This design comes from an exercise in tuning for small area, a short achievable clock period and few clock cycles per item on the open sky130 flow, not from production work.
In this exercise RTL edits were held to simulation tests only and were not proved equivalent to the original.
No activity file was given, so power comes from the tool's default toggle rates.

### flow/design.v
module m_booth_enc (
    input  wire [8:0] chunk,
    output wire [3:0] one,
    output wire [3:0] two,
    output wire [3:0] neg
);
    genvar gt;
    generate
        for (gt = 0; gt < 4; gt = gt + 1) begin : g_dig
            wire b0 = chunk[2*gt];
            wire b1 = chunk[2*gt+1];
            wire b2 = chunk[2*gt+2];
            assign one[gt] = b1 ^ b0;
            assign two[gt] = (b2 & ~b1 & ~b0) | (~b2 & b1 & b0);
            assign neg[gt] = b2;
        end
    endgenerate
endmodule
module m_mul_step (
    input  wire [32:0] mc,         
    input  wire [3:0]  one,
    input  wire [3:0]  two,
    input  wire [3:0]  neg,
    input  wire [63:0] p_q,
    output wire [63:0] p_mul
);
    wire [33:0] mc1 = {mc[32], mc};
    wire [33:0] mc2 = {mc, 1'b0};
    wire [33:0] bpp [0:3];
    genvar gt;
    generate
        for (gt = 0; gt < 4; gt = gt + 1) begin : g_pp
            assign bpp[gt] = (({34{one[gt]}} & mc1) | ({34{two[gt]}} & mc2)) ^ {34{neg[gt]}};
        end
    endgenerate
    wire [39:0] r0 = {6'd0, ~bpp[0][33], bpp[0][32:0]};
    wire [39:0] r1 = {4'd0, ~bpp[1][33], bpp[1][32:0], 2'b00};
    wire [39:0] r2 = {2'd0, ~bpp[2][33], bpp[2][32:0], 4'b0000};
    wire [39:0] r3 = {~bpp[3][33], bpp[3][32:0], 6'b000000};
    wire [39:0] rp = {p_q[31:0], 1'b0, neg[3], 1'b0, neg[2], 1'b0, neg[1], 1'b0, neg[0]};
    wire [39:0] rk = 40'h5600000000;
    wire [39:0] s1 = r0 ^ r1 ^ r2;
    wire [40:0] c1 = {((r0 & r1) | (r0 & r2) | (r1 & r2)), 1'b0};
    wire [39:0] s2 = r3 ^ rp ^ rk;
    wire [40:0] c2 = {((r3 & rp) | (r3 & rk) | (rp & rk)), 1'b0};
    wire [39:0] s3 = s1 ^ c1[39:0] ^ s2;
    wire [40:0] c3 = {((s1 & c1[39:0]) | (s1 & s2) | (c1[39:0] & s2)), 1'b0};
    wire [39:0] s4 = s3 ^ c3[39:0] ^ c2[39:0];
    wire [40:0] c4 = {((s3 & c3[39:0]) | (s3 & c2[39:0]) | (c3[39:0] & c2[39:0])), 1'b0};
    wire [40:0] lo = {1'b0, s4} + {1'b0, c4[39:0]};
    wire [1:0]  ne  = {1'b0, c2[40]} + {1'b0, c4[40]};
    wire [23:0] pu  = p_q[55:32];
    wire [23:0] um1 = pu - 24'd1;
    wire [23:0] up1 = pu + 24'd1;
    wire [23:0] up2 = pu + 24'd2;
    wire [23:0] hi0 = (ne == 2'd0) ? um1 : (ne == 2'd1) ? pu  : up1;
    wire [23:0] hi1 = (ne == 2'd0) ? pu  : (ne == 2'd1) ? up1 : up2;
    assign p_mul = {lo[40] ? hi1 : hi0, lo[39:0]};
endmodule
module m_div_align (
    input  wire [31:0] abs_a,
    input  wire [33:0] b_q,        
    output wire [34:0] d_align,    
    output wire [3:0]  cnt         
);
    function [5:0] bitlen;
        input [31:0] x;
        integer i;
        begin
            bitlen = 6'd0;
            for (i = 0; i < 32; i = i + 1)
                if (x[i]) bitlen = i + 1;
        end
    endfunction
    wire [6:0] ldiff = {1'b0, bitlen(abs_a)} - {1'b0, bitlen(b_q[31:0] ^ {32{b_q[32]}})};
    wire [4:0] dsh1  = (ldiff[4:0] | 5'd1 | {5{ldiff[5]}}) & {5{~ldiff[6]}} | {4'd0, ldiff[6]};
    wire [34:0] d_sh = {{3{b_q[32]}}, b_q[31:0]} << dsh1;
    assign d_align = d_sh ^ {35{~b_q[32]}};
    assign cnt     = dsh1[4:1];
endmodule
module m_div_step (
    input  wire [31:0] r,
    input  wire [34:0] dc,
    input  wire        cin,        
    output wire [31:0] r_next,
    output wire        q1,
    output wire        q2
);
    wire [35:0] d1   = {dc[34], dc};
    wire [35:0] d2   = {dc[34], dc[34], dc[34:1]};
    wire [35:0] t1   = {4'b0000, r} + d1 + {35'd0, cin};
    assign      q1   = ~t1[35];
    wire [31:0] r1   = q1 ? t1[31:0] : r;
    wire [35:0] t2   = {4'b0000, r1} + d2 + {35'd0, cin};
    assign      q2   = ~t2[35];
    assign r_next    = q2 ? t2[31:0] : r1;
endmodule
module m_issue (
    input  wire [6:0]  opcode_i,
    input  wire [2:0]  funct3_i,
    input  wire [6:0]  funct7_i,
    input  wire [31:0] op_A_i,
    input  wire [31:0] op_B_i,
    output wire        is_m,       
    output wire        is_mul,
    output wire        a_neg,      
    output wire        b_neg,
    output wire        b_zero,
    output wire        early,      
    output wire        swap,       
    output wire [4:0]  top_a,      
    output wire [4:0]  top_b
);
    function [31:0] sfx_or;
        input [31:0] x;
        integer i, k;
        reg [31:0] t;
        begin
            t = x;
            for (k = 1; k < 32; k = k * 2)
                for (i = 0; i + k < 32; i = i + 1)
                    t[i] = t[i] | t[i + k];
            sfx_or = t;
        end
    endfunction
    assign is_m   = (opcode_i == 7'b0110011) && (funct7_i == 7'b0000001);
    assign is_mul = ~funct3_i[2];
    wire   s_a    = is_mul ? (funct3_i[1:0] != 2'b11) : ~funct3_i[0];
    wire   s_b    = is_mul ? ~funct3_i[1]             : ~funct3_i[0];
    assign a_neg  = s_a & op_A_i[31];
    assign b_neg  = s_b & op_B_i[31];
    wire [31:0] va = op_A_i ^ {32{a_neg}};
    wire [31:0] vb = op_B_i ^ {32{b_neg}};
    wire [31:0] ta = sfx_or(va);
    wire [31:0] tb = sfx_or(vb);
    assign b_zero = ~tb[0] & ~b_neg;
    wire [4:0] th_a = {ta[31], ta[23], ta[15], ta[7], 1'b1};
    wire [4:0] th_b = {tb[31], tb[23], tb[15], tb[7], 1'b1};
    assign top_a = th_a & ~{1'b0, th_a[4:1]};
    assign top_b = th_b & ~{1'b0, th_b[4:1]};
    assign swap  = |(th_b & ~th_a);
    wire [31:0] ta_ub = a_neg ? {ta[30:0], 1'b1} : ta;
    assign early = b_zero | (|(tb & ~ta_ub));
endmodule
module M_accelerator_wrapper (
    input  wire        clk_i,
    input  wire        rst_i,
    input  wire [6:0]  opcode_i,
    input  wire [2:0]  funct3_i,
    input  wire [6:0]  funct7_i,
    input  wire [31:0] op_A_i,
    input  wire [31:0] op_B_i,
    output wire [31:0] result_o,
    output wire        stall_o,
    output wire        division_by_zero_o
);
    localparam ST_MUL  = 2'd0;
    localparam ST_PREP = 2'd1;
    localparam ST_STEP = 2'd2;
    localparam ST_FIX  = 2'd3;
    localparam OS_LO = 2'd0;
    localparam OS_HI = 2'd1;
    localparam OS_R  = 2'd2;
    reg        busy_q;
    reg [1:0]  st_q;
    reg [4:0]  oh_q;     
    reg [3:0]  bo_q;     
    reg [3:0]  bt_q;
    reg [3:0]  bn_q;
    reg [3:0]  cnt_q;    
    reg        frem_q;
    reg        fneg_q;
    reg        dbz_q;
    reg        dpos_q;   
    reg [1:0]  osel_q;
    reg [32:0] a_q;      
    reg [34:0] b_q;      
    reg [63:0] p_q;      
    wire       is_m, is_mul, a_neg, b_neg, b_zero, early, swap;
    wire [4:0] top_a, top_b;
    m_issue ISSUE (
        .opcode_i (opcode_i),
        .funct3_i (funct3_i),
        .funct7_i (funct7_i),
        .op_A_i   (op_A_i),
        .op_B_i   (op_B_i),
        .is_m     (is_m),
        .is_mul   (is_mul),
        .a_neg    (a_neg),
        .b_neg    (b_neg),
        .b_zero   (b_zero),
        .early    (early),
        .swap     (swap),
        .top_a    (top_a),
        .top_b    (top_b)
    );
    wire [40:0] ax = {{8{a_neg}}, op_A_i, 1'b0};
    wire [40:0] bx = {{8{b_neg}}, op_B_i, 1'b0};
    wire [40:0] mx = {{8{b_q[32]}}, b_q[31:0], 1'b0};
    wire [8:0]  chunk_issue = swap ?
        (({9{top_a[4]}} & ax[40:32]) | ({9{top_a[3]}} & ax[32:24]) | ({9{top_a[2]}} & ax[24:16]) |
         ({9{top_a[1]}} & ax[16:8])  | ({9{top_a[0]}} & ax[8:0])) :
        (({9{top_b[4]}} & bx[40:32]) | ({9{top_b[3]}} & bx[32:24]) | ({9{top_b[2]}} & bx[24:16]) |
         ({9{top_b[1]}} & bx[16:8])  | ({9{top_b[0]}} & bx[8:0]));
    wire [8:0]  chunk_next = ({9{oh_q[4]}} & mx[32:24]) | ({9{oh_q[3]}} & mx[24:16]) |
                             ({9{oh_q[2]}} & mx[16:8])  | ({9{oh_q[1]}} & mx[8:0]);
    wire [8:0]  chunk = busy_q ? chunk_next : chunk_issue;
    wire [3:0]  one, two, neg;
    m_booth_enc BOOTH (
        .chunk (chunk),
        .one   (one),
        .two   (two),
        .neg   (neg)
    );
    wire [63:0] p_mul;
    m_mul_step MUL (
        .mc    (a_q),
        .one   (bo_q),
        .two   (bt_q),
        .neg   (bn_q),
        .p_q   (p_q),
        .p_mul (p_mul)
    );
    wire        fixing  = busy_q & (st_q == ST_FIX);
    wire [31:0] neg_src = fixing ? (frem_q ? a_q[31:0] : p_q[31:0]) : op_A_i;
    wire [31:0] neg_val = -neg_src;
    wire [31:0] abs_a   = a_neg ? neg_val : op_A_i;
    wire [34:0] d_align;
    wire [3:0]  cnt_init;
    m_div_align ALIGN (
        .abs_a   (a_q[31:0]),
        .b_q     (b_q[33:0]),
        .d_align (d_align),
        .cnt     (cnt_init)
    );
    wire [31:0] r2d;
    wire        q1, q2;
    m_div_step STEP (
        .r      (a_q[31:0]),
        .dc     (b_q),
        .cin    (dpos_q),
        .r_next (r2d),
        .q1     (q1),
        .q2     (q2)
    );
    always @(posedge clk_i or posedge rst_i) begin
        if (rst_i) begin
            busy_q <= 1'b0;
        end else if (!busy_q) begin
            busy_q <= is_m & (is_mul | ~early);
        end else begin
            case (st_q)
                ST_MUL:  if (oh_q[0]) busy_q <= 1'b0;
                ST_PREP: ;
                ST_STEP: if (cnt_q == 4'd0 && !fneg_q) busy_q <= 1'b0;
                default: busy_q <= 1'b0;
            endcase
        end
    end
    always @(posedge clk_i) begin
        if (!busy_q) begin
            st_q    <= is_mul ? ST_MUL : ST_PREP;
            frem_q  <= funct3_i[1];
            fneg_q  <= funct3_i[1] ? a_neg : (a_neg ^ b_neg);
            dbz_q   <= ~is_mul & b_zero;
            dpos_q  <= ~b_neg;
            oh_q    <= swap ? top_a : top_b;
            bo_q    <= one;
            bt_q    <= two;
            bn_q    <= neg;
            if (is_mul) begin
                osel_q <= (funct3_i[1:0] == 2'b00) ? OS_LO : OS_HI;
                a_q    <= swap ? {b_neg, op_B_i} : {a_neg, op_A_i};
                b_q    <= swap ? {2'b00, a_neg, op_A_i} : {2'b00, b_neg, op_B_i};
                p_q    <= 64'd0;
            end else begin
                osel_q <= funct3_i[1] ? (early ? OS_HI : OS_R) : OS_LO;
                a_q    <= {1'b0, abs_a};
                b_q    <= {2'b00, b_neg, op_B_i};
                p_q    <= {op_A_i, {32{b_zero}}};
            end
        end else begin
            case (st_q)
                ST_MUL: begin
                    oh_q    <= {1'b0, oh_q[4:1]};
                    bo_q    <= one;
                    bt_q    <= two;
                    bn_q    <= neg;
                    p_q     <= p_mul;
                end
                ST_PREP: begin
                    st_q    <= ST_STEP;
                    b_q     <= d_align;
                    cnt_q   <= cnt_init;
                end
                ST_STEP: begin
                    a_q       <= {1'b0, r2d};
                    b_q       <= {b_q[34], b_q[34], b_q[34:2]};
                    p_q[31:0] <= {p_q[29:0], q1, q2};
                    cnt_q     <= cnt_q - 4'd1;
                    if (cnt_q == 4'd0) st_q <= ST_FIX;
                end
                default: begin
                    if (frem_q) a_q[31:0] <= neg_val;
                    else        p_q[31:0] <= neg_val;
                end
            endcase
        end
    end
    assign stall_o            = busy_q;
    assign division_by_zero_o = dbz_q;
    assign result_o           = (osel_q == OS_LO) ? p_q[31:0] :
                                (osel_q == OS_HI) ? p_q[63:32] : a_q[31:0];
endmodule
### flow/flow/run.sh
#!/bin/bash
# The standard layout, with the port buffers made from buf_2 instead of the
# cell buffer_ports picks by default (a slow delay buffer on sky130hd).
set -euo pipefail
bash standard.sh "BUFFER_PORTS_ARGS=-buffer_cell sky130_fd_sc_hd__buf_2" finish > flow_standard.log 2>&1
### flow/standard.sh
#!/bin/bash
# synth_recipe.tcl (not shown) runs the flow's synth.tcl, then flattens the netlist and writes it again
# the make line also repeats each setting of config.mk as NAME=value (left out here)
make -C /OpenROAD-flow-scripts/flow DESIGN_CONFIG=/design/flow/config.mk WORK_HOME=/design/flow/orfs CLKGATE_MAP_FILE= SYNTH_SCRIPT=/design/flow/synth_recipe.tcl "${@:-finish}"
### flow/config.mk
export PLATFORM = sky130hd
export DESIGN_NAME = M_accelerator_wrapper
export DESIGN_NICKNAME = M_accelerator_wrapper
export VERILOG_FILES = /design/flow/design.v
export SDC_FILE = /design/flow/constraint.sdc
export NUM_CORES = 4
export LEC_CHECK = 0
export ABC_AREA = 1
export CAP_MARGIN = 20
export CORE_MARGIN = 2
export CORE_UTILIZATION = 45
export SETUP_SLACK_MARGIN = 5
export SLEW_MARGIN = 20
export TNS_END_PERCENT = 0
### flow/constraint.sdc
create_clock -name core_clock -period 10.0 [get_ports {clk_i}]
set_input_delay 2.0000 -clock core_clock [delete_from_list [all_inputs] [get_ports {clk_i}]]
set_output_delay 2.0000 -clock core_clock [all_outputs]
set_load 0.01 [all_outputs]
==> flow_metrics.tcl, run 1 <==
set metrics [dict create \
    outcome "timing/DRC/antenna clean" \
    clk_latency_ps 520 \
    syn_area_um2 28100 \
    relSlewSlack_pct 15.4 \
    die_area_um2 64400 \
    grt_pass1_wl_um 199000 \
    yosys.area_share.simple_pct 23.6 \
    arrival_ps 7180 \
    finalWorstPathRequiredPeriod_ps 6900 \
    synth-async-reset-ratio_pct 0.617 \
    power_frac_comb_pct 84.3 \
    final_util_pct 52.3 \
    intPower_mw 4.03 \
    synth_edf_count 161 \
    maxCapViolations 0 \
    clkPwrFrac_pct 7.1 \
    max_freq_mhz 145 \
    p_switching_mw 6.06 \
    holdWs_ps 675 \
    tritoncts "yes" \
    synth_cells 4213 \
    synthFlopType "edfxtp_1" \
    clkTransAtPathRegs_ps 80 \
    swShare_pct 60.1 \
    p_leak_nw 14.9 \
    hp-class "register to register" \
    die_w_um 254 \
    synth_compound_area_share_pct 23.3 \
    ys_seq_area_share_pct 17.3 \
    num_vias 32700 \
    start_util_pct 45.5 \
    synth_top_family_by_area "simple AND/OR/NAND/NOR gates" \
    crit_path_start_kind "register" \
    cts_sinks 162 \
    worstMarginPinSlew_ps 1260 \
    pwr_density_cell_nw_per_um2 313 \
    finalWirelength_um 139000 \
    synthAdderAreaFrac_pct 14.4 \
    coreArea_um2 61700 \
    crit_required_ps 10280 \
    drive_above_1_share_pct 14.4 \
    dpl.hpwl_um 105000 \
    fin_nets 4729 \
    synthTopCellsByArea "edfxtp_1 17%, nand2_1 11%, inv_1 7.9%" \
    tns_ps 0 \
    cts_max_level 4 \
    cp_slowest_cell "nor4_2" \
    ant_nets 0 \
    rsz0062_at_grt "yes" \
    synth-xor-area-share_pct 9.81 \
    cts_made_buffers 17 \
    crit_path_end_kind "register" \
    area_delta_synth_final_pct 14.8 \
    worst_slack_ps 3100 \
    root_buffer "clkbuf_16" \
    finalHoldViolations 0 \
    grt_max_degree 52 \
    max_stage_delay_ps 570 \
    setup_viol 0 \
    grt_util_all_layers_pct 42.4 \
    critPathMaxFanout 6 \
    drv_slew 0 \
    drc 0 \
    dpl_worst_slack_ps 2180 \
    synth_cell_types 72 \
    peakVddDrop_v 0.000296 \
    grt_remaining_overflow 0 \
    syn-mean-instance-area_um2 6.67 \
    power_frac_seq_pct 8.7 \
    yosys_warnings 4 \
    dr.pass1.iters 9 \
    viasPerCell 6.25 \
    yosys.area.top_type "edfxtp_1" \
    postCtsHoldBufs 0 \
    cts_buffer_depth 2 \
    antenna_found_initial 3 \
    crit_type "register to register" \
    layout_common_cells "836 x nand2_1, 568 x inv_1, 380 x o21ai_0" \
    finClkSkew_ps 16.5 \
    gp_congestion 1.08 \
    place.port_buffers 116 \
    grt_pass1_vias 29800 \
    synth.net_count 4561 \
    fp.dieH_um 254 \
    fin_crit_sh_pct 69.0 \
    p_total_mw 10.1 \
    synth_seq_cells 162 \
    synthMuxAreaShare_pct 0 \
    post_drt_wl_per_cell_um 26.6 \
    mostFrequentLayoutCell "nand2_1" \
    yosysTopAreaCellShare_pct 17.2 \
    num_rows 91 \
    drt_iter0_drc 4984 \
    ios 117 \
]
-- path summary, 6_finish.rpt --
check	start	endpoint	slack, ps	depth (start not counted)
hold / removal	cnt_q[0]	cnt_q[0]	680	3
max in group asynchronous	rst_i	busy_q	8610	2
setup / recovery	a_q[8]	a_q[3]	3100	35
min in group asynchronous	rst_i	busy_q	1290	2
hold reg to reg	cnt_q[0]	cnt_q[0]	680	3
setup reg to reg	a_q[8]	a_q[3]	3100	35
-- registers in the layout (all words and copies together) (netlist names) --
signal	flops
dbz_q	1
oh_q	5
cnt_q	4
bt_q	4
bn_q	4
b_q	35
osel_q	2
busy_q	1
st_q	2
fneg_q	1
p_q	64
a_q	33
bo_q	4
dpos_q	1
frem_q	1
-- per-stage QoR --
stage               area [µm²]  instances
floorplan                28300       4213
global placement         29400       5002
detailed placement       29400       5002
CTS                      31500       5165
global route             32200       5231
finish                   32200       5233
-- synth_stat cells, drive strengths merged, types with 3 or more instances --
master / n
o31ai: 6
a31oi: 7
a32o: 3
nor3b: 3
inv: 598
a21oi: 296
o221ai: 49
a21o: 3
xnor2: 63
nand4: 38
edfxtp: 161
nor4: 17
a31o: 11
or2: 23
nor2: 263
o22ai: 169
buf: 65
clkinv: 20
a22oi: 8
fa: 98
and2: 6
ha: 167
nand3b: 12
o21ai: 429
a21boi: 7
nand2: 850
xor2: 249
o21bai: 18
nor3: 41
o211ai: 47
clkbuf: 146
o41ai: 4
nand3: 285
a211oi: 6
o2111ai: 21
o21a: 6
-- area by class of cell --
class	instances	area (µm²)
flip-flops and latches	162	4860
fillers	6355	29500
multi-input cells	3225	20800
well taps	837	1050
repair buffers	353	2480
clock inverters	15	149
inverters	618	2430
clock buffers	17	425
repair inverters	4	35.0
diodes	2	5.00
-- layer usage --
metal	global-route usage, %	up-vias	share of wire, %
li1	-	14600	-
met1	57.7	15200	39
met2	58.8	2510	39
met3	13.7	467	15
met4	23.4	4	6.6
met5	0	-	0.018
-- power groups by stage --
stage / Sequential, mW / Combinational (mW) / Clock (mW)
2_1_floorplan: 0.858 / 5.58 / 0
3_3_place_gp: 0.918 / 7.72 / 0
3_5_place_dp: 0.918 / 7.73 / 0
4_1_cts: 0.881 / 8.17 / 0.706
5_1_grt: 0.875 / 9.43 / 0.729
6_report: 0.874 / 8.50 / 0.711
-- repair_timing --
item                       in CTS  in global routing
cloned                          6                  1
resized for setup             133                 48
pin swaps                      39                 42
buffers inserted              125                 65
setup endpoints to repair     168                183
-- critical path: cells and delay by family (launching register included) --
family / cells / cell delay, ps
AO/OA/AOI/OAI: 15 / 2320
flip-flops: 1 / 480
XOR/XNOR: 1 / 350
AND/OR/NAND/NOR: 10 / 1940
buffers and inverters: 6 / 740
adder cells (fa/ha/maj): 3 / 810
-- cells by family after synthesis --
| kind of cell | count (synthesis) |
|---|---|
| AND/OR/NAND/NOR | 1544 |
| flip-flops | 162 |
| XOR/XNOR | 312 |
| AO/OA/AOI/OAI | 1101 |
| buffers and inverters | 829 |
| adder cells (fa/ha/maj) | 265 |
Testbench counts, summed over its fixed seeds: cycles 11,867, ops 3,200.
==> inputs of run 2 (changes only) <==
--- a/flow/design.v
+++ b/flow/design.v
@@ -86,14 +86,19 @@
     output wire        q1,
     output wire        q2
 );
-    wire [35:0] d1   = {dc[34], dc};
-    wire [35:0] d2   = {dc[34], dc[34], dc[34:1]};
-    wire [35:0] t1   = {4'b0000, r} + d1 + {35'd0, cin};
-    assign      q1   = ~t1[35];
-    wire [31:0] r1   = q1 ? t1[31:0] : r;
-    wire [35:0] t2   = {4'b0000, r1} + d2 + {35'd0, cin};
-    assign      q2   = ~t2[35];
-    assign r_next    = q2 ? t2[31:0] : r1;
+    wire [35:0] x   = {4'b0000, r};
+    wire [35:0] d1  = {dc[34], dc};
+    wire [35:0] d2  = {dc[34], dc[34], dc[34:1]};
+    wire [35:0] t1  = x + d1 + {35'd0, cin};
+    wire [35:0] t2a = x + d2 + {35'd0, cin};
+    wire [35:0] cs  = x ^ d1 ^ d2;
+    wire [35:0] cc  = {((x[34:0] & d1[34:0]) | (x[34:0] & d2[34:0]) | (d1[34:0] & d2[34:0])), cin};
+    wire [35:0] t2b = cs + cc + {35'd0, cin};
+    assign q1       = ~t1[35];
+    wire   q2a      = ~t2a[35];
+    wire   q2b      = ~t2b[35];
+    assign q2       = q1 ? q2b : q2a;
+    assign r_next   = q1 ? (q2b ? t2b[31:0] : t1[31:0]) : (q2a ? t2a[31:0] : r);
 endmodule
 module m_issue (
     input  wire [6:0]  opcode_i,
==> run 2 against run 1 <==
  * Clock skew up 2.4 ps
  * Flip-flop and latch count unchanged
  * Sequential share of layout area down 0.67 points
  * Maximum frequency up 15%
  * Synthesized cell count up 6.4%
  * Via count up 3.6%
  * Hold slack worse by 120 ps
==> flow_metrics.tcl, run 2 <==
set metrics [dict create \
    postCtsHoldBufs 0 \
    grt_util_all_layers_pct 40.0 \
    critPathMaxFanout 16 \
    synth_cells 4482 \
    cp_slowest_cell "edfxtp_1" \
    hp-class "register to register" \
    syn-mean-instance-area_um2 6.69 \
    r2r-end "p_q[7]" \
    biggestRegsByFlops "p_q (64), b_q (35), a_q (33)" \
    dr.pass1.iters 9 \
    ys_seq_area_share_pct 16.2 \
    syn_area_um2 30000 \
    largest_reg_flops 64 \
    cts_max_level 4 \
    layout_common_cells "884 x nand2_1, 602 x inv_1, 355 x o21ai_0" \
    worstMarginPinSlew_ps 1070 \
    fp.dieH_um 262 \
    clkTransAtPathRegs_ps 70 \
    maxCapViolations 0 \
    grt_max_degree 64 \
    hold-path-cell-count 2 \
    fin_crit_sh_pct 60.0 \
    yosysMostFrequentCell "nand2_1" \
    relSlewSlack_pct 28.1 \
    place.port_buffers 116 \
    ff2ff_path_depth 31 \
    coreArea_um2 65900 \
    dpl-instance-area_um2 31200 \
    num_rows 94 \
    synthMuxAreaShare_pct 0.0334 \
    drc 0 \
    synth_compound_area_share_pct 22.7 \
    fin_nets 5015 \
    p_leak_nw 15.9 \
    largest_register "p_q" \
    synth-async-reset-ratio_pct 0.617 \
    synth_edf_count 161 \
    finClkSkew_ps 18.9 \
    finalHoldViolations 0 \
    viasPerCell 6.20 \
    die_area_um2 68700 \
    synth_cell_types 70 \
    clk_latency_ps 510 \
    dp.cells 5301 \
    root_buffer "clkbuf_16" \
    max_stage_delay_ps 490 \
    drv_slew 0 \
    dpl.hpwl_um 105000 \
    crit_type "register to register" \
    yosys.area.top_type "edfxtp_1" \
    synthTopCellsByArea "edfxtp_1 16%, nand2_1 11%, fa_1 8.7%" \
    synthFlopType "edfxtp_1" \
    ant_nets 0 \
    yosysTopAreaCellShare_pct 16.1 \
    crit_path_end_kind "register" \
    die_w_um 262 \
    hold_end "busy_q" \
    peakVddDrop_v 0.000373 \
    cts_made_buffers 17 \
    grt_pass1_vias 31000 \
    drive_above_1_share_pct 10.7 \
    synth.net_count 4902 \
    cts_buffer_depth 2 \
    post_drt_wl_per_cell_um 25.6 \
    worstReg2RegStart "bo_q[2]" \
    tns_ps 0 \
    reg2reg_slack_ps 4000 \
    outcome "timing/DRC/antenna clean" \
    synthAdderAreaFrac_pct 17.3 \
    instances_no_fill 5473 \
    drt_iter0_drc 5178 \
    crit_path_start_kind "register" \
    holdCritStartpoint "oh_q[0]" \
    start_util_pct 45.5 \
    synth_seq_cells 162 \
    max_freq_mhz 167 \
    yosys_warnings 4 \
    finalInstanceArea_um2 33700 \
    antenna_found_initial 9 \
    area_delta_synth_final_pct 12.5 \
    num_vias 33900 \
    cts_sinks 162 \
    synth_top_family_by_area "compound AO/OA/AOI/OAI gates" \
    grt_pass1_wl_um 202000 \
    ios 117 \
    pwr_density_cell_nw_per_um2 315 \
    yosys.area_share.simple_pct 22.3 \
    setup_viol 0 \
    finalWirelength_um 140000 \
    rsz0062_at_grt "yes" \
    path_common_cell "buf_4" \
    arrival_ps 6250 \
    finalWorstPathRequiredPeriod_ps 6000 \
    gp_congestion 1.01 \
    synthTopCellsByCount "896 x nand2_1, 635 x inv_1, 368 x o21ai_0, 324 x a21oi_1, 288 x nor2_1" \
    synth-xor-area-share_pct 10.0 \
    mostFrequentLayoutCell "nand2_1" \
    grt_remaining_overflow 0 \
    tritoncts "yes" \
    crit_required_ps 10250 \
]
run 2: timing repair:
action	4_1_cts	5_1_grt
buffers inserted	120	7
gates cloned	9	2
setup endpoints to repair	189	189
gates resized for setup	141	24
pin swaps	30	6
run 2: worst max path at each step:
stage	start	end	slack, ps	depth (start not counted)
2_1_floorplan	a_q[1]	p_q[37]	4460	38
3_3_place_gp	bo_q[1]	p_q[43]	2300	30
3_5_place_dp	bo_q[0]	p_q[43]	2260	30
4_1_cts	bo_q[0]	p_q[39]	4160	39
5_1_grt	bo_q[0]	p_q[43]	3770	32
6_report	bo_q[2]	p_q[7]	4000	31
run 2: per-stage QoR:
stage	hold slack [ps]	setup slack, ps	util, %	total power [mW]
after floorplan	508	4460	-	6.46
after global placement	539	2300	47.4	8.50
after detailed placement	555	2260	47.4	8.53
after CTS	557	4160	50.9	10.3
after global routing	580	3770	51.2	11.6
final	558	4000	51.2	10.6
run 2: area by class of cell:
class                   instances  area [µm²]
repair buffers                304        2360
repair inverters                4        28.8
flip-flops and latches        162        4860
clock buffers                  20         437
clock inverters                11         115
fillers                      6754       32100
inverters                     663        2610
multi-input cells            3443       22200
diodes                          2        5.00
well taps                     864        1080
run 2: cells by family after synthesis:
kind of cell | count (synthesis)
xor gates and xnor gates | 344
DFF | 162
muxes | 1
AOI/OAI and AO/OA | 1175
adders and majority gates | 337
buffers and inverters | 880
and+or+nand+nor | 1583
run 2: worst max-delay path, delay by kind of cell, from the launching register on:
kind                     cells  cell delay [ps]
buffers and inverters       18             2340
adder cells (fa/ha/maj)      4             1380
AND/OR/NAND/NOR              4              410
flip-flops                   1              490
XOR/XNOR                     1              180
AO/OA/AOI/OAI                4              950
run 2: power breakdown:
group | total [mW] | switching (mW) | internal (mW)
registers | 0.903 | 0.103 | 0.800
logic | 9.02 | 5.63 | 3.40
clock network | 0.683 | 0.321 | 0.362
run 2: layer usage:
layer,vias up,part of all wire [%],global-route usage [%]
met2,2298,41,57.1
met1,15800,41,55.3
met4,8,5.9,20.1
li1,15400,-,-
met5,-,0.034,0
met3,400,13,10.6
Testbench counts of run 2, summed over its fixed seeds: cycles 11,867, ops 3,200.
==> inputs of run 3 (changes only) <==
==> flow/flow/run.sh (replaced) <==
#!/bin/bash
# The standard layout with two changes to how it is made: the port buffers
# are buf_2 instead of the slow delay buffer buffer_ports picks by default,
# and synthesis leaves adders to abc instead of mapping them to the
# library's full/half-adder cells (registers are untouched by either).
set -euo pipefail
bash standard.sh "BUFFER_PORTS_ARGS=-buffer_cell sky130_fd_sc_hd__buf_2" "ADDER_MAP_FILE=" finish > flow_standard.log 2>&1
==> run 3 against run 2 <==
  * Routed wire length rose by 19%
  * Cell count is 18% higher
  * Synthesized cell count up 21%
  * First-iteration DRC count grew 13%
  * Synthesized area is 2.0% higher
  * Clock power rose by 0.9%
  * Highest routed layer unchanged
==> flow_metrics.tcl, run 3 <==
set metrics [dict create \
    crit_path_end_kind "register" \
    grt_max_degree 67 \
    cp_slowest_cell "buf_2" \
    cts_made_buffers 17 \
    mostFrequentLayoutCell "nand2_1" \
    tns_ps 0 \
    grt_remaining_overflow 0 \
    synth_seq_cells 162 \
    drt_iter0_drc 5875 \
    coreArea_um2 67300 \
    ff2ff_path_depth 27 \
    ios 117 \
    synth_cell_types 68 \
    finalInstanceArea_um2 34600 \
    synth-async-reset-ratio_pct 0.617 \
    synthTopCellsByArea "nand2_1 18%, edfxtp_1 16%, xor2_1 10%" \
    worst_slack_ps 4280 \
    instances_no_fill 6452 \
    fin_nets 5642 \
    clk_latency_ps 480 \
    p_leak_nw 17.1 \
    dpl-instance-area_um2 31700 \
    viasPerCell 6.14 \
    top_layer "met5" \
    antenna_found_initial 2 \
    dr.pass1.iters 9 \
    fp.dieH_um 265 \
    place.port_buffers 116 \
    syn-mean-instance-area_um2 5.66 \
    dp.cells 6213 \
    synth_edf_count 161 \
    yosysTopAreaCellShare_pct 18.5 \
    start_util_pct 45.5 \
    p_total_mw 9.16 \
    final_util_pct 51.5 \
    finClkSkew_ps 16.1 \
    holdWs_ps 650 \
    layout_common_cells "1492 x nand2_1, 665 x inv_1, 523 x nor2_1" \
    crit_path_start_kind "input pin" \
    arrival_ps 5930 \
    outcome "timing/DRC/antenna clean" \
    holdCritStartpoint "cnt_q[0]" \
    relSlewSlack_pct 30.6 \
    num_rows 95 \
    finalWorstPathRequiredPeriod_ps 5720 \
    post_drt_wl_per_cell_um 25.7 \
    crit_required_ps 10220 \
    finalHoldViolations 0 \
    finalWirelength_um 166000 \
    m1WireLength_um 66100 \
    gp_congestion 1.05 \
    synth_cells 5408 \
    die_w_um 265 \
    dr_wl_met3_um 23600 \
    dpl_worst_slack_ps 1670 \
    hp-class "register to register" \
    yosys_warnings 4 \
    setup_viol 0 \
    r2r-end "a_q[6]" \
    num_vias 39600 \
    crit_type "input pin to register" \
    worstReg2RegStart "b_q[0]" \
    largest_reg_flops 64 \
    grt_pass1_vias 34000 \
    rsz0062_at_grt "yes" \
    clkTransAtPathRegs_ps 80 \
    maxCapViolations 0 \
    hold-path-cell-count 1 \
    yosys.area.top_type "nand2_1" \
    drive_above_1_share_pct 11.5 \
    synthFlopType "edfxtp_1" \
    max_stage_delay_ps 230 \
    fill_cells 7341 \
    syn_area_um2 30600 \
    root_buffer "clkbuf_16" \
    peakVddDrop_v 0.000237 \
    dpl.hpwl_um 127000 \
    reg2reg_slack_ps 4310 \
    pwr_density_cell_nw_per_um2 265 \
    grt_pass1_wl_um 233000 \
    ys_seq_area_share_pct 15.9 \
    path_common_cell "buf_4" \
    postCtsHoldBufs 0 \
    ant_nets 0 \
    drc 0 \
    met2_length_um 65000 \
    hold_end "cnt_q[0]" \
    cts_max_level 4 \
    drv_slew 0 \
    largest_register "p_q" \
    die_area_um2 70100 \
    tritoncts "yes" \
    yosysMostFrequentCell "nand2_1" \
    final-seq-area_um2 4860 \
    multiInputGateArea_um2 22500 \
    grt_util_all_layers_pct 45.3 \
    cts_buffer_depth 2 \
    area_delta_synth_final_pct 13.2 \
    synth.net_count 5491 \
    max_freq_mhz 175 \
    cts_sinks 162 \
    synthTopCellsByCount "1507 x nand2_1, 694 x inv_1, 542 x nor2_1, 463 x o21ai_0, 365 x xor2_1" \
    biggestRegsByFlops "p_q (64), b_q (35), a_q (33)" \
    worstMarginPinSlew_ps 1040 \
    critPathMaxFanout 5 \
    fin_crit_sh_pct 57.2 \
]
-- run 3: how the worst max path moves through the flow --
stage | start | depth (start not counted) | to | slack [ps]
floorplan | op_A_i[1] | 36 | a_q[31] | 4520
global placement | funct3_i[2] | 28 | b_q[12] | 1810
finish | op_A_i[3] | 33 | a_q[3] | 4280
global route | a_q[10] | 29 | p_q[63] | 4160
detailed placement | funct3_i[2] | 28 | b_q[14] | 1670
CTS | op_A_i[1] | 37 | a_q[31] | 4190
-- run 3: critical path, delay by kind of cell --
kind	cells	cell delay, ps
AO/OA/AOI/OAI	4	420
AND/OR/NAND/NOR	3	290
buffers and inverters	26	3250
-- run 3: logic make-up after synthesis --
family | synth area share, %
AO/OA/AOI/OAI | 24.0
XOR/XNOR | 13.0
buffers and inverters | 12.2
flip-flops | 15.9
multiplexers | 0.0327
AND/OR/NAND/NOR | 34.9
-- run 3: metal layers --
layer	track usage [%]	up-vias
met4	23.9	4
met5	0.347	-
met1	62.5	18100
met2	64.1	2804
li1	-	18200
met3	12.0	581
-- run 3: layout make-up --
class / instances / area share [%]
multi-input cells: 4280 / 64.9
flip-flops and latches: 162 / 14.0
inverters: 734 / 8.46
repair buffers: 360 / 7.70
well taps: 873 / 3.15
clock buffers: 17 / 1.23
clock inverters: 15 / 0.390
repair inverters: 4 / 0.0939
diodes: 7 / 0.0506
-- run 3: timing repair --
action / CTS / global route
pin swaps: 24 / 33
resized for setup: 80 / 129
cloned: 5 / 2
buffers inserted: 60 / 131
setup endpoints to repair: 187 / 187
-- run 3: power breakdown --
group          leakage, nW  internal [mW]  switching, mW  total, mW
registers             1.83          0.801          0.116      0.917
logic                 15.0           2.40           5.16       7.56
clock network        0.269          0.346          0.343      0.689
total                 17.1           3.55           5.62       9.16
==> inputs of run 4 (changes only) <==
--- a/flow/config.mk
+++ b/flow/config.mk
@@ -9,6 +9,7 @@
 export CAP_MARGIN = 20
 export CORE_MARGIN = 2
 export CORE_UTILIZATION = 45
+export GPL_ROUTABILITY_DRIVEN = 0
 export SETUP_SLACK_MARGIN = 5
 export SLEW_MARGIN = 20
 export TNS_END_PERCENT = 0
==> run 4 against run 3 <==
  * Clock power is 3.8% higher
  * Highest routed layer unchanged
  * Critical path depth is 2 higher
  * Synthesized area stayed put
  * Maximum frequency is 0.24% lower
  * Synthesized cell count stayed put
  * Flip-flop and latch count stayed put
  * Via count is 0.64% higher
  * First-iteration DRC count is 14% higher
  * Still clean on timing, DRC and antenna
  * Total power is 1.8% higher
  * Routed wire length is 5.5% lower
  * Global-route usage is 3.3 points lower
==> flow_metrics.tcl, run 4 <==
set metrics [dict create \
    outcome "timing/DRC/antenna clean" \
    p_leak_nw 17.1 \
    syn-mean-instance-area_um2 5.66 \
    die_area_um2 70100 \
    holdWs_ps 643 \
    fp.dieH_um 265 \
    fill_cells 7144 \
    largest_register "p_q" \
    cts_buffer_depth 2 \
    hp-class "register to register" \
    area_delta_synth_final_pct 13.1 \
    pwr_density_cell_nw_per_um2 270 \
    viasPerCell 6.20 \
    finalInstanceArea_um2 34600 \
    fin_nets 5623 \
    worstMarginPinSlew_ps 1190 \
    root_buffer "clkbuf_16" \
    tritoncts "yes" \
    synth_cells 5408 \
    critPathMaxFanout 2 \
    finClkSkew_ps 19.6 \
    die_w_um 265 \
    synthMuxAreaShare_pct 0.0327 \
    layout_common_cells "1493 x nand2_1, 670 x inv_1, 529 x nor2_1" \
    synth_cell_types 68 \
    cts_sinks 162 \
    clkTransAtPathRegs_ps 70 \
    synth-xor-area-share_pct 13.0 \
    cp_slowest_cell "o21ai_4" \
    drv_slew 0 \
    r2r-end "p_q[31]" \
    mostFrequentLayoutCell "nand2_1" \
    dpl.hpwl_um 115000 \
    num_rows 95 \
    grt_max_degree 67 \
    grt_remaining_overflow 0 \
    synth.net_count 5491 \
    biggestRegsByFlops "p_q (64), b_q (35), a_q (33)" \
    crit_type "input pin to register" \
    crit_required_ps 10220 \
    dr.pass1.iters 11 \
    synth_seq_cells 162 \
    finalWirelength_um 157000 \
    yosys.area_share.simple_pct 34.9 \
    synthTopCellsByArea "nand2_1 18%, edfxtp_1 16%, xor2_1 10%" \
    largest_reg_flops 64 \
    worstReg2RegStart "busy_q" \
    dpl-instance-area_um2 31800 \
    synth_edf_count 161 \
    yosysMostFrequentCell "nand2_1" \
    drt_iter0_drc 6723 \
    ios 117 \
    hold-path-cell-count 1 \
    reg2reg_slack_ps 4460 \
    grt_pass1_wl_um 220000 \
    yosys_warnings 4 \
    ff2ff_path_depth 39 \
    hold_end "cnt_q[0]" \
    ant_nets 0 \
    cts_max_level 4 \
    setup_viol 0 \
    synthAdderAreaFrac_pct 0 \
    relSlewSlack_pct 20.4 \
    max_freq_mhz 174 \
    maxCapViolations 0 \
    finalHoldViolations 0 \
    holdCritStartpoint "cnt_q[0]" \
    yosysTopAreaCellShare_pct 18.5 \
    grt_util_all_layers_pct 42.0 \
    place.port_buffers 116 \
    num_vias 39900 \
    start_util_pct 45.5 \
    postCtsHoldBufs 0 \
    synth_compound_area_share_pct 24.0 \
    ys_seq_area_share_pct 15.9 \
    synth_top_family_by_area "simple AND/OR/NAND/NOR gates" \
    drc 0 \
    syn_area_um2 30600 \
    path_common_cell "buf_4" \
    grt_pass1_vias 34000 \
    crit_path_start_kind "input pin" \
    antenna_found_initial 8 \
    peakVddDrop_v 0.000219 \
    synthFlopType "edfxtp_1" \
    crit_path_end_kind "register" \
    drive_above_1_share_pct 11.0 \
    fin_crit_sh_pct 57.3 \
    cts_made_buffers 17 \
    rsz0062_at_grt "yes" \
    tns_ps 0 \
    finalWorstPathRequiredPeriod_ps 5730 \
    coreArea_um2 67300 \
    clk_latency_ps 480 \
    synth-async-reset-ratio_pct 0.617 \
    synthTopCellsByCount "1507 x nand2_1, 694 x inv_1, 542 x nor2_1, 463 x o21ai_0, 365 x xor2_1" \
    yosys.area.top_type "nand2_1" \
    arrival_ps 5950 \
    post_drt_wl_per_cell_um 24.4 \
    max_stage_delay_ps 160 \
]
==> run 4: changes by cell type in the layout (fill, tap and decap cells not counted), sizes merged, moves of 2 or more <==
cell      change
buf          -23
inv           +7
clkinv        -4
clkinvlp      -4
clkbuf        +2
nand3         +2
==> run 4: kinds of logic (layout without fill, tap and decap cells) <==
group	after synthesis	after routing
multiplexers	1	1
other	0	6
AO/OA/AOI/OAI	1262	1262
flip-flops	162	162
XOR/XNOR	453	453
AND/OR/NAND/NOR	2563	2565
buffers and inverters	967	1110
==> run 4: cell type report <==
| cell class | instances | area [µm²] | area share (%) |
|---|---|---|---|
| clock inverters | 14 | 156 | 0.452 |
| repair buffers | 339 | 2650 | 7.67 |
| repair inverters | 5 | 37.5 | 0.109 |
| diodes | 6 | 15.0 | 0.0434 |
| well taps | 873 | 1090 | 3.16 |
| inverters | 734 | 2900 | 8.39 |
| flip-flops and latches | 162 | 4860 | 14.1 |
| clock buffers | 18 | 429 | 1.24 |
| multi-input cells | 4281 | 22400 | 64.9 |
==> run 4: stage by stage <==
| stage | cells | power (mW) | util (%) | setup slack [ps] |
|---|---|---|---|---|
| after floorplan | 5408 | 6.19 | - | 4520 |
| after global placement | 6221 | 7.92 | 47.2 | 2360 |
| after detailed placement | 6222 | 7.94 | 47.3 | 2170 |
| after CTS | 6324 | 8.74 | 49.5 | 4290 |
| after global routing | 6427 | 10.1 | 51.4 | 4160 |
| final | 6432 | 9.33 | 51.4 | 4270 |
==> run 4: repair_timing <==
item                       CTS  global route
setup endpoints to repair  187           187
pin swaps                   24            43
gates resized for setup     77           140
setup buffers               63            94
cloned                       7             6
==> run 4: how the worst max path moves through the flow <==
stage | start | end | depth (start not counted)
2_1_floorplan | op_A_i[1] | a_q[31] | 36
3_3_place_gp | funct3_i[2] | b_q[16] | 29
3_5_place_dp | funct3_i[2] | b_q[6] | 29
4_1_cts | op_A_i[1] | a_q[31] | 37
5_1_grt | funct3_i[2] | osel_q[0] | 33
6_report | op_A_i[0] | p_q[0] | 35
==> run 4: routing by layer <==
layer / track usage, % / up-vias / wire [µm] / part of all wire (%)
met5: 0 / - / 65 / 0.041
met4: 27.1 / 8 / 12700 / 8.1
met3: 13.4 / 746 / 25200 / 16
met2: 58.4 / 3274 / 60200 / 38
met1: 55.5 / 17800 / 58700 / 37
li1: - / 18100 / - / -
==> run 4: critical path, delay by kind of cell <==
family / cells / cell delay (ps)
buffers and inverters: 31 / 3550
and+or+nand+nor: 2 / 100
AOI/OAI and AO/OA: 2 / 250
==> run 4: report_power, final <==
group | internal, mW | switching (mW) | leakage [nW] | total [mW]
Clock | 0.372 | 0.343 | 0.274 | 0.715
Combinational | 2.44 | 5.26 | 15.0 | 7.69
Sequential | 0.801 | 0.120 | 1.83 | 0.921
Total | 3.61 | 5.72 | 17.1 | 9.33
==> inputs of run 5 (changes only) <==
--- a/flow/config.mk
+++ b/flow/config.mk
@@ -8,8 +8,7 @@
 export ABC_AREA = 1
 export CAP_MARGIN = 20
 export CORE_MARGIN = 2
-export CORE_UTILIZATION = 45
-export GPL_ROUTABILITY_DRIVEN = 0
+export CORE_UTILIZATION = 38
 export SETUP_SLACK_MARGIN = 5
 export SLEW_MARGIN = 20
 export TNS_END_PERCENT = 0
==> run 5 against run 4 <==
  * Flip-flop and latch count unchanged
  * First-iteration DRC count decreased by 21%
  * Critical path type unchanged
  * Highest routed layer unchanged
  * Utilization decreased by 8.7 points
  * Still clean on timing, DRC and antenna
  * Maximum frequency increased by 1.5%
==> flow_metrics.tcl, run 5 <==
set metrics [dict create \
    clkPwrFrac_pct 7.7 \
    ant_nets 0 \
    fill_cells 8800 \
    area_delta_synth_final_pct 11.9 \
    syn-mean-instance-area_um2 5.66 \
    dr.pass1.iters 7 \
    biggestRegsByFlops "p_q (64), b_q (35), a_q (33)" \
    cts_sinks 162 \
    synth_compound_area_share_pct 24.0 \
    pwr_density_cell_nw_per_um2 265 \
    yosys.area_share.simple_pct 34.9 \
    fp.dieH_um 288 \
    clkTransAtPathRegs_ps 80 \
    rsz0062_at_grt "yes" \
    setup_viol 0 \
    coreArea_um2 80200 \
    synthTopCellsByArea "nand2_1 18%, edfxtp_1 16%, xor2_1 10%" \
    synth_cell_types 68 \
    mostFrequentLayoutCell "nand2_1" \
    grt_remaining_overflow 0 \
    fin_nets 5574 \
    synthTopCellsByCount "1507 x nand2_1, 694 x inv_1, 542 x nor2_1, 463 x o21ai_0, 365 x xor2_1" \
    synth_seq_cells 162 \
    cts_max_level 4 \
    synth_edf_count 161 \
    p_switching_mw 5.51 \
    maxCapViolations 0 \
    ios 117 \
    relSlewSlack_pct 17.1 \
    syn_area_um2 30600 \
    crit_required_ps 10200 \
    synth_cells 5408 \
    synthAdderAreaFrac_pct 0 \
    tritoncts "yes" \
    largest_register "p_q" \
    start_util_pct 38.2 \
    drt_iter0_drc 5330 \
    finalWirelength_um 163000 \
    num_rows 104 \
    hp-class "register to register" \
    finClkSkew_ps 14.9 \
    yosys_warnings 4 \
    yosysMostFrequentCell "nand2_1" \
    crit_path_start_kind "input pin" \
    finalHoldViolations 0 \
    arrival_ps 5850 \
    synth-xor-area-share_pct 13.0 \
    place.port_buffers 116 \
    drv_slew 0 \
    intPower_mw 3.56 \
    critPathMaxFanout 5 \
    final_util_pct 42.7 \
    fin_crit_sh_pct 56.5 \
    drc 0 \
    synthMuxAreaShare_pct 0.0327 \
    p_total_mw 9.07 \
    dp.cells 6417 \
    cts_made_buffers 17 \
    num_vias 38700 \
    tns_ps 0 \
    grt_util_all_layers_pct 37.6 \
    antenna_found_initial 9 \
    grt_max_degree 67 \
    synth_top_family_by_area "simple AND/OR/NAND/NOR gates" \
    swShare_pct 60.8 \
    synth-async-reset-ratio_pct 0.617 \
    layout_common_cells "1489 x nand2_1, 670 x inv_1, 525 x nor2_1" \
    yosysTopAreaCellShare_pct 18.5 \
    yosys.area.top_type "nand2_1" \
    synthFlopType "edfxtp_1" \
    largest_reg_flops 64 \
    gp_congestion 1.05 \
    power_frac_comb_pct 82.3 \
    postCtsHoldBufs 0 \
    synth.net_count 5491 \
    post_drt_wl_per_cell_um 24.8 \
    peakVddDrop_v 0.000161 \
    viasPerCell 5.90 \
    crit_type "input pin to register" \
    holdWs_ps 638 \
    die_w_um 288 \
    grt_pass1_wl_um 229000 \
    root_buffer "clkbuf_16" \
    drive_above_1_share_pct 10.3 \
    p_leak_nw 16.8 \
    crit_path_end_kind "register" \
    outcome "timing/DRC/antenna clean" \
    instances_no_fill 6567 \
    finalWorstPathRequiredPeriod_ps 5650 \
    dpl.hpwl_um 122000 \
    clk_latency_ps 480 \
    grt_pass1_vias 33800 \
    max_freq_mhz 177 \
    power_frac_seq_pct 10.0 \
    worstMarginPinSlew_ps 1240 \
    cts_buffer_depth 2 \
    die_area_um2 82800 \
    ys_seq_area_share_pct 15.9 \
]
==> run 5: cell counts after synthesis <==
No cell type changed its count.
==> run 5: critical path, stage by stage <==
cell and delay, ps:
buf_2 210, inv_1 190, nand2_1 110, o21ai_0 170
inv_1 120, nor2_4 130, nand2_2 80, nor2_4 110
nand2_2 80, nor2_4 130, nand3_2 120, nor2_4 130
nand2_2 70, nor2_4 110, nand2_2 90, nor2_4 110
nand2_2 80, nor2_4 110, nand2_2 80, buf_4 150
xor2_1 940, o21ai_0 230, a21oi_1 200, nand2_1 70
==> run 5: timing repair <==
action,in CTS,in global routing
resized for setup,91,110
endpoints found under the setup margin,187,187
pin swaps,26,32
buffers inserted,52,53
cloned,5,3
==> run 5: worst paths after layout <==
path	start	end	slack [ps]	depth (start not counted)
worst max-delay path	op_A_i[4]	a_q[20]	4350	24
worst min-delay path	cnt_q[0]	cnt_q[0]	640	1
worst max register to register	b_q[7]	a_q[31]	4510	23
worst min register to register	cnt_q[0]	cnt_q[0]	640	1
max in group asynchronous	rst_i	busy_q	8370	2
min in group asynchronous	rst_i	busy_q	1420	2
==> run 5: final cells by class <==
class	instances	area (µm²)	area share (%)
inverter	734	2880	8.42
timing repair inverter	1	7.51	0.0219
clock inverter	14	128	0.373
sequential	162	4860	14.2
antenna	3	7.51	0.0219
tap	1060	1330	3.87
timing repair buffer	293	2130	6.22
multi-input combinational	4282	22500	65.6
clock buffer	18	429	1.25
==> run 5: cell families (layout without fill, tap and decap cells) <==
logic type	after synthesis	count (layout)
AO/OA/AOI/OAI	1262	1262
XOR/XNOR	453	453
buffers and inverters	967	1060
flip-flops	162	162
multiplexers	1	1
other	0	3
AND/OR/NAND/NOR	2563	2566
==> run 5: through the flow <==
stage / worst slack (ps) / instance area [µm²]
after floorplan: 4520 / 30600
after global placement: 2120 / 32100
after detailed placement: 1960 / 32100
after CTS: 4350 / 33500
after global routing: 4220 / 34200
final: 4350 / 34200
==> run 5: power by group through the flow <==
| stage | sequential (mW) | combinational [mW] | clock [mW] |
|---|---|---|---|
| floorplan | 0.847 | 5.34 | 0 |
| global placement | 0.934 | 6.95 | 0 |
| detailed placement | 0.934 | 6.98 | 0 |
| CTS | 0.901 | 7.15 | 0.681 |
| global route | 0.901 | 8.29 | 0.705 |
| finish | 0.903 | 7.47 | 0.699 |
==> run 5: routing by layer <==
| layer | up-vias | GRT usage, % | part of all wire [%] |
|---|---|---|---|
| li1 | 18000 | - | - |
| met1 | 17700 | 47.4 | 38 |
| met2 | 2408 | 55.8 | 41 |
| met3 | 541 | 10.9 | 13 |
| met4 | 12 | 23.7 | 7.8 |
| met5 | - | 1.74 | 0.15 |
==> inputs of run 6 (changes only) <==
--- a/flow/config.mk
+++ b/flow/config.mk
@@ -8,7 +8,7 @@
 export ABC_AREA = 1
 export CAP_MARGIN = 20
 export CORE_MARGIN = 2
-export CORE_UTILIZATION = 38
+export CORE_UTILIZATION = 30
 export SETUP_SLACK_MARGIN = 5
 export SLEW_MARGIN = 20
 export TNS_END_PERCENT = 0
==> run 6 against run 5 <==
  * Largest power group unchanged
  * Utilization decreased by 8.1 points
  * Via count increased by 1.8%
  * Critical endpoint unchanged
  * Count of clock-buffer cells in the layout increased by 1
  * Register-to-register slack improved by 20 ps
  * Routed wire length increased by 0.53%
  * Clock skew about the same
  * Global-route usage decreased by 7.8 points
  * Critical path type unchanged
  * Die area increased by 26%
  * Cell count increased by 5.5%
  * Total power increased by 1.5%
  * Still clean on timing, DRC and antenna
==> flow_metrics.tcl, run 6 <==
set metrics [dict create \
    ant_nets 0 \
    critPathMaxFanout 4 \
    relSlewSlack_pct 7.83 \
    fp.dieH_um 323 \
    syn-mean-instance-area_um2 5.66 \
    yosysMostFrequentCell "nand2_1" \
    finalHoldViolations 0 \
    mostFrequentLayoutCell "nand2_1" \
    synth.net_count 5491 \
    grt_remaining_overflow 0 \
    root_buffer "clkbuf_16" \
    tns_ps 0 \
    yosys.area.top_type "nand2_1" \
    p_total_mw 9.21 \
    ys_seq_area_share_pct 15.9 \
    maxCapViolations 0 \
    setup_viol 0 \
    max_freq_mhz 178 \
    coreArea_um2 101000 \
    rsz0062_at_grt "yes" \
    start_util_pct 30.2 \
    antenna_found_initial 16 \
    finClkSkew_ps 15.2 \
    cp_slowest_cell "xor2_1" \
    ff2ff_path_depth 26 \
    worstMarginPinSlew_ps 1370 \
    synth_cell_types 68 \
    crit_path_end_kind "register" \
    drive_above_1_share_pct 11.3 \
    pwr_density_cell_nw_per_um2 262 \
    cts_buffer_depth 2 \
    finalWirelength_um 163000 \
    fin_nets 5620 \
    cts_max_level 4 \
    grt_pass1_vias 34500 \
    crit_path_start_kind "input pin" \
    largest_register "p_q" \
    tritoncts "yes" \
    yosysTopAreaCellShare_pct 18.5 \
    grt_max_degree 67 \
    clk_latency_ps 490 \
    hold-path-cell-count 1 \
    post_drt_wl_per_cell_um 23.6 \
    synth-async-reset-ratio_pct 0.617 \
    cts_sinks 162 \
    cts_made_buffers 17 \
    synth_edf_count 161 \
    num_rows 117 \
    crit_type "input pin to register" \
    synthTopCellsByArea "nand2_1 18%, edfxtp_1 16%, xor2_1 10%" \
    ios 117 \
    clkTransAtPathRegs_ps 70 \
    hp-class "register to register" \
    peakVddDrop_v 0.000156 \
    gp_congestion 1.06 \
    hold_end "cnt_q[0]" \
    dpl.hpwl_um 123000 \
    grt_util_all_layers_pct 29.8 \
    holdCritStartpoint "cnt_q[0]" \
    crit_required_ps 10220 \
    synth_seq_cells 162 \
    num_vias 39400 \
    yosys_warnings 4 \
    biggestRegsByFlops "p_q (64), b_q (35), a_q (33)" \
    p_leak_nw 17.0 \
    drt_iter0_drc 5257 \
    fill_cells 11300 \
    path_common_cell "nor2_4" \
    syn_area_um2 30600 \
    die_area_um2 105000 \
    die_w_um 323 \
    arrival_ps 5820 \
    worstReg2RegStart "a_q[24]" \
    area_delta_synth_final_pct 14.8 \
    fin_crit_sh_pct 56.0 \
    dpl_worst_slack_ps 1290 \
    largest_reg_flops 64 \
    drv_slew 0 \
    drc 0 \
    worst_slack_ps 4400 \
    finalWorstPathRequiredPeriod_ps 5600 \
    synthTopCellsByCount "1507 x nand2_1, 694 x inv_1, 542 x nor2_1, 463 x o21ai_0, 365 x xor2_1" \
    synthFlopType "edfxtp_1" \
    max_stage_delay_ps 800 \
    final_util_pct 34.6 \
    r2r-end "p_q[57]" \
    layout_common_cells "1487 x nand2_1, 665 x inv_1, 523 x nor2_1" \
    postCtsHoldBufs 0 \
    synth_cells 5408 \
    grt_pass1_wl_um 230000 \
    dr.pass1.iters 10 \
    reg2reg_slack_ps 4530 \
    place.port_buffers 116 \
    viasPerCell 5.69 \
    outcome "timing/DRC/antenna clean" \
]
## run 6: cell counts after synthesis
Identical to the previous run, type by type.
## run 6: where the power goes
part,internal (mW),switching (mW)
clock network,0.405,0.352
logic,2.46,5.08
registers,0.801,0.103
## run 6: logic make-up after synthesis
group,Yosys count,share of synthesized area [%]
AO/OA/AOI/OAI,1262,24.0
buffers and inverters,967,12.2
flip-flops,162,15.9
multiplexers,1,0.0327
AND/OR/NAND/NOR,2563,34.9
XOR/XNOR,453,13.0
## run 6: worst max-delay path, delay by kind of cell
| kind | cells | cell delay (ps) |
|---|---|---|
| AND/OR/NAND/NOR | 19 | 1860 |
| AO/OA/AOI/OAI | 3 | 560 |
| XOR/XNOR | 1 | 800 |
| buffers and inverters | 7 | 570 |
## run 6: how the worst max path moves through the flow
stage                      from      end  cells past startpoint
floorplan             op_A_i[1]  a_q[31]                     36
global placement    funct3_i[2]  b_q[13]                     27
detailed placement  funct3_i[2]  b_q[13]                     27
CTS                   op_A_i[1]  a_q[31]                     37
global route          op_A_i[1]  a_q[31]                     37
finish                op_A_i[1]  a_q[20]                     30
## run 6: per-layer routing
layer	vias to the layer above	track usage (%)	routed length, µm	part of all wire, %
met4	14	17.5	11600	7.1
met1	18000	38.2	63500	39
met2	2690	44.1	66700	41
met3	604	8.70	21500	13
met5	-	0	132	0.081
li1	18100	-	-	-
## run 6: through the flow
stage               hold WS, ps  std cells  area, µm²
floorplan                   508       5408      30600
global placement            619       6722      32400
detailed placement          620       6723      32500
CTS                         630       6823      34000
global route                674       6918      35100
finish                      631       6925      35100
## run 6: final cells by class
class | instances | area [µm²] | area share, %
multi-input cells | 4285 | 22600 | 64.3
flip-flops and latches | 162 | 4860 | 13.8
inverters | 734 | 2910 | 8.29
repair buffers | 332 | 2390 | 6.80
well taps | 1368 | 1710 | 4.87
clock buffers | 19 | 443 | 1.26
clock inverters | 13 | 175 | 0.499
repair inverters | 5 | 37.5 | 0.107
diodes | 7 | 17.5 | 0.0499
## run 6: timing repair
action / in CTS / in global routing
resized for setup: 93 / 117
endpoints found under the hold margin: 0 / 0
cloned: 7 / 4
pin swaps: 26 / 46
setup buffers: 61 / 91
endpoints found under the setup margin: 187 / 186
==> inputs of run 7 (changes only) <==
--- a/flow/config.mk
+++ b/flow/config.mk
@@ -8,7 +8,8 @@
 export ABC_AREA = 1
 export CAP_MARGIN = 20
 export CORE_MARGIN = 2
-export CORE_UTILIZATION = 30
+export CORE_UTILIZATION = 38
+export GPL_ROUTABILITY_DRIVEN = 0
 export SETUP_SLACK_MARGIN = 5
 export SLEW_MARGIN = 20
 export TNS_END_PERCENT = 0
==> run 7 against run 6 <==
  * Cell count fell by 4.6%
  * Non-clock buffer count down 16
  * First-iteration DRC count increased by 15%
  * Sequential power hardly changed
  * Total power shrank 0.48%
  * Flip-flop and latch count did not move
  * Largest power group unchanged
==> flow_metrics.tcl, run 7 <==
set metrics [dict create \
    drc 0 \
    cp_slowest_cell "or2_1" \
    p_leak_nw 16.9 \
    drive_above_1_share_pct 11.2 \
    yosys.area.top_type "nand2_1" \
    finClkSkew_ps 18.6 \
    max_freq_mhz 178 \
    instances_no_fill 6603 \
    relSlewSlack_pct 19.9 \
    largest_register "p_q" \
    yosysMostFrequentCell "nand2_1" \
    worstMarginPinSlew_ps 1190 \
    area_delta_synth_final_pct 13.1 \
    clk_latency_ps 480 \
    synth_seq_cells 162 \
    max_stage_delay_ps 260 \
    num_vias 39300 \
    critPathMaxFanout 5 \
    syn_area_um2 30600 \
    ant_nets 0 \
    rsz0062_at_grt "yes" \
    cts_max_level 4 \
    fill_cells 8851 \
    biggestRegsByFlops "p_q (64), b_q (35), a_q (33)" \
    fin_crit_sh_pct 56.1 \
    finalHoldViolations 0 \
    antenna_found_initial 12 \
    peakVddDrop_v 0.000160 \
    final-seq-area_um2 4860 \
    fp.dieH_um 288 \
    yosysTopAreaCellShare_pct 18.5 \
    setup_viol 0 \
    largest_reg_flops 64 \
    coreArea_um2 80200 \
    dp.cells 6412 \
    dr.pass1.iters 13 \
    finalWirelength_um 154000 \
    pwr_density_cell_nw_per_um2 265 \
    dpl.hpwl_um 114000 \
    yosys_warnings 4 \
    synthFlopType "edfxtp_1" \
    viasPerCell 5.95 \
    synthTopCellsByArea "nand2_1 18%, edfxtp_1 16%, xor2_1 10%" \
    synth_cell_types 68 \
    postCtsHoldBufs 0 \
    multiInputGateArea_um2 22600 \
    synth_cells 5408 \
    crit_path_start_kind "input pin" \
    path_common_cell "nor2_4" \
    hp-class "register to register" \
    crit_type "input pin to register" \
    synth-async-reset-ratio_pct 0.617 \
    clkTransAtPathRegs_ps 80 \
    synth_edf_count 161 \
    p_total_mw 9.16 \
    grt_max_degree 69 \
    cts_buffer_depth 2 \
    grt_pass1_vias 34200 \
    grt_pass1_wl_um 219000 \
    num_rows 104 \
    post_drt_wl_per_cell_um 23.3 \
    syn-mean-instance-area_um2 5.66 \
    start_util_pct 38.2 \
    mostFrequentLayoutCell "nand2_1" \
    place.port_buffers 116 \
    drv_slew 0 \
    tritoncts "yes" \
    grt_remaining_overflow 0 \
    grt_util_all_layers_pct 35.3 \
    die_w_um 288 \
    crit_required_ps 10210 \
    cts_made_buffers 17 \
    layout_common_cells "1487 x nand2_1, 672 x inv_1, 514 x nor2_1" \
    maxCapViolations 0 \
    drt_iter0_drc 6041 \
    synth.net_count 5491 \
    ys_seq_area_share_pct 15.9 \
    synthTopCellsByCount "1507 x nand2_1, 694 x inv_1, 542 x nor2_1, 463 x o21ai_0, 365 x xor2_1" \
    tns_ps 0 \
    crit_path_end_kind "register" \
    root_buffer "clkbuf_16" \
    ios 117 \
    die_area_um2 82800 \
    fin_nets 5606 \
    outcome "timing/DRC/antenna clean" \
    cts_sinks 162 \
    finalWorstPathRequiredPeriod_ps 5610 \
    arrival_ps 5820 \
]
[run 7: worst max-delay path: cells and delay by family]
kind	cells	cell delay [ps]
simple gates	25	2820
buf+inv	6	580
compound gates	3	400
[run 7: cells by family after synthesis]
family | synth area share (%)
buffers and inverters | 12.2
AND/OR/NAND/NOR | 34.9
flip-flops | 15.9
multiplexers | 0.0327
XOR/XNOR | 13.0
AO/OA/AOI/OAI | 24.0
[run 7: path summary, 6_finish.rpt]
path / depth (start not counted) / endpoint / start / slack (ps)
min: 3 / busy_q / oh_q[0] / 640
min in group asynchronous: 2 / busy_q / rst_i / 1440
max reg2reg: 24 / a_q[24] / a_q[0] / 4560
max in group asynchronous: 2 / busy_q / rst_i / 8320
min reg2reg: 3 / busy_q / oh_q[0] / 640
max: 34 / a_q[25] / op_A_i[2] / 4390
[run 7: where the power goes]
group	switching [mW]	leakage, nW	internal, mW
logic	5.11	14.8	2.45
clock network	0.336	0.272	0.369
registers	0.101	1.83	0.801
total	5.54	16.9	3.62
[run 7: stage by stage]
stage / setup slack (ps) / hold WS, ps / util, % / instance area [µm²]
after detailed placement: 1590 / 622 / 40.0 / 32000
final: 4390 / 643 / 43.2 / 34600
after global placement: 1800 / 617 / 40.0 / 32000
after floorplan: 4520 / 508 / - / 30600
after CTS: 4250 / 633 / 41.5 / 33300
after global routing: 4230 / 672 / 43.1 / 34600
[run 7: final cells by class]
cell class	instances	area share, %
inverter	734	8.37
clock buffer	20	1.26
timing repair inverter	8	0.163
tap	1060	3.83
timing repair buffer	316	6.55
clock inverter	12	0.387
antenna	7	0.0506
multi-input combinational	4284	65.3
sequential	162	14.1
[run 7: what timing repair did]
action | in CTS | in global routing
pin swaps | 21 | 39
buffers inserted | 48 | 89
cloned | 6 | 8
endpoints found under the setup margin | 187 | 186
gates resized for setup | 70 | 157
[run 7: metal layers]
layer | track usage [%] | up-vias | part of all wire, %
li1 | - | 18100 | -
met1 | 42.7 | 17800 | 37
met2 | 51.5 | 2664 | 40
met3 | 13.3 | 734 | 14
met4 | 24.2 | 14 | 8.7
met5 | 0.465 | - | 0.11

what the ideal ports hide:
Ports are ideal in the flow. The routed layouts listed here were re-timed in OpenROAD.
Step 1: set_driving_cell puts a clkbuf_16 on clk_i and a buf_2 on each other input, an assumption about the parent block.
Step 2 also shifts input and output timing later by t, the mid clock arrival at the registers, as if the neighbouring blocks saw the same clock.
a / b / c = ideal ports / drivers / drivers and shift; a / b = the first two.
run	t (ns)	slack for setup (ns)	worst slew at a driven data input, ns
run 1	0.575	3.097 / 3.097 / 2.754	0.04
run 2	0.564	3.999 / 3.999 / 3.503	0.06
run 3	0.530	4.283 / 4.295 / 3.765	0.08
run 4	0.532	4.269 / 4.282 / 3.750	0.08
run 5	0.543	4.355 / 4.398 / 3.855	0.11
run 6	0.548	4.397 / 4.413 / 3.865	0.08
run 7	0.545	4.391 / 4.439 / 3.894	0.12
After both steps every run listed still meets setup and hold. For run 6, which loses most, drivers alone change the setup slack by +0.016 ns; drivers and shift together by -0.532 ns.
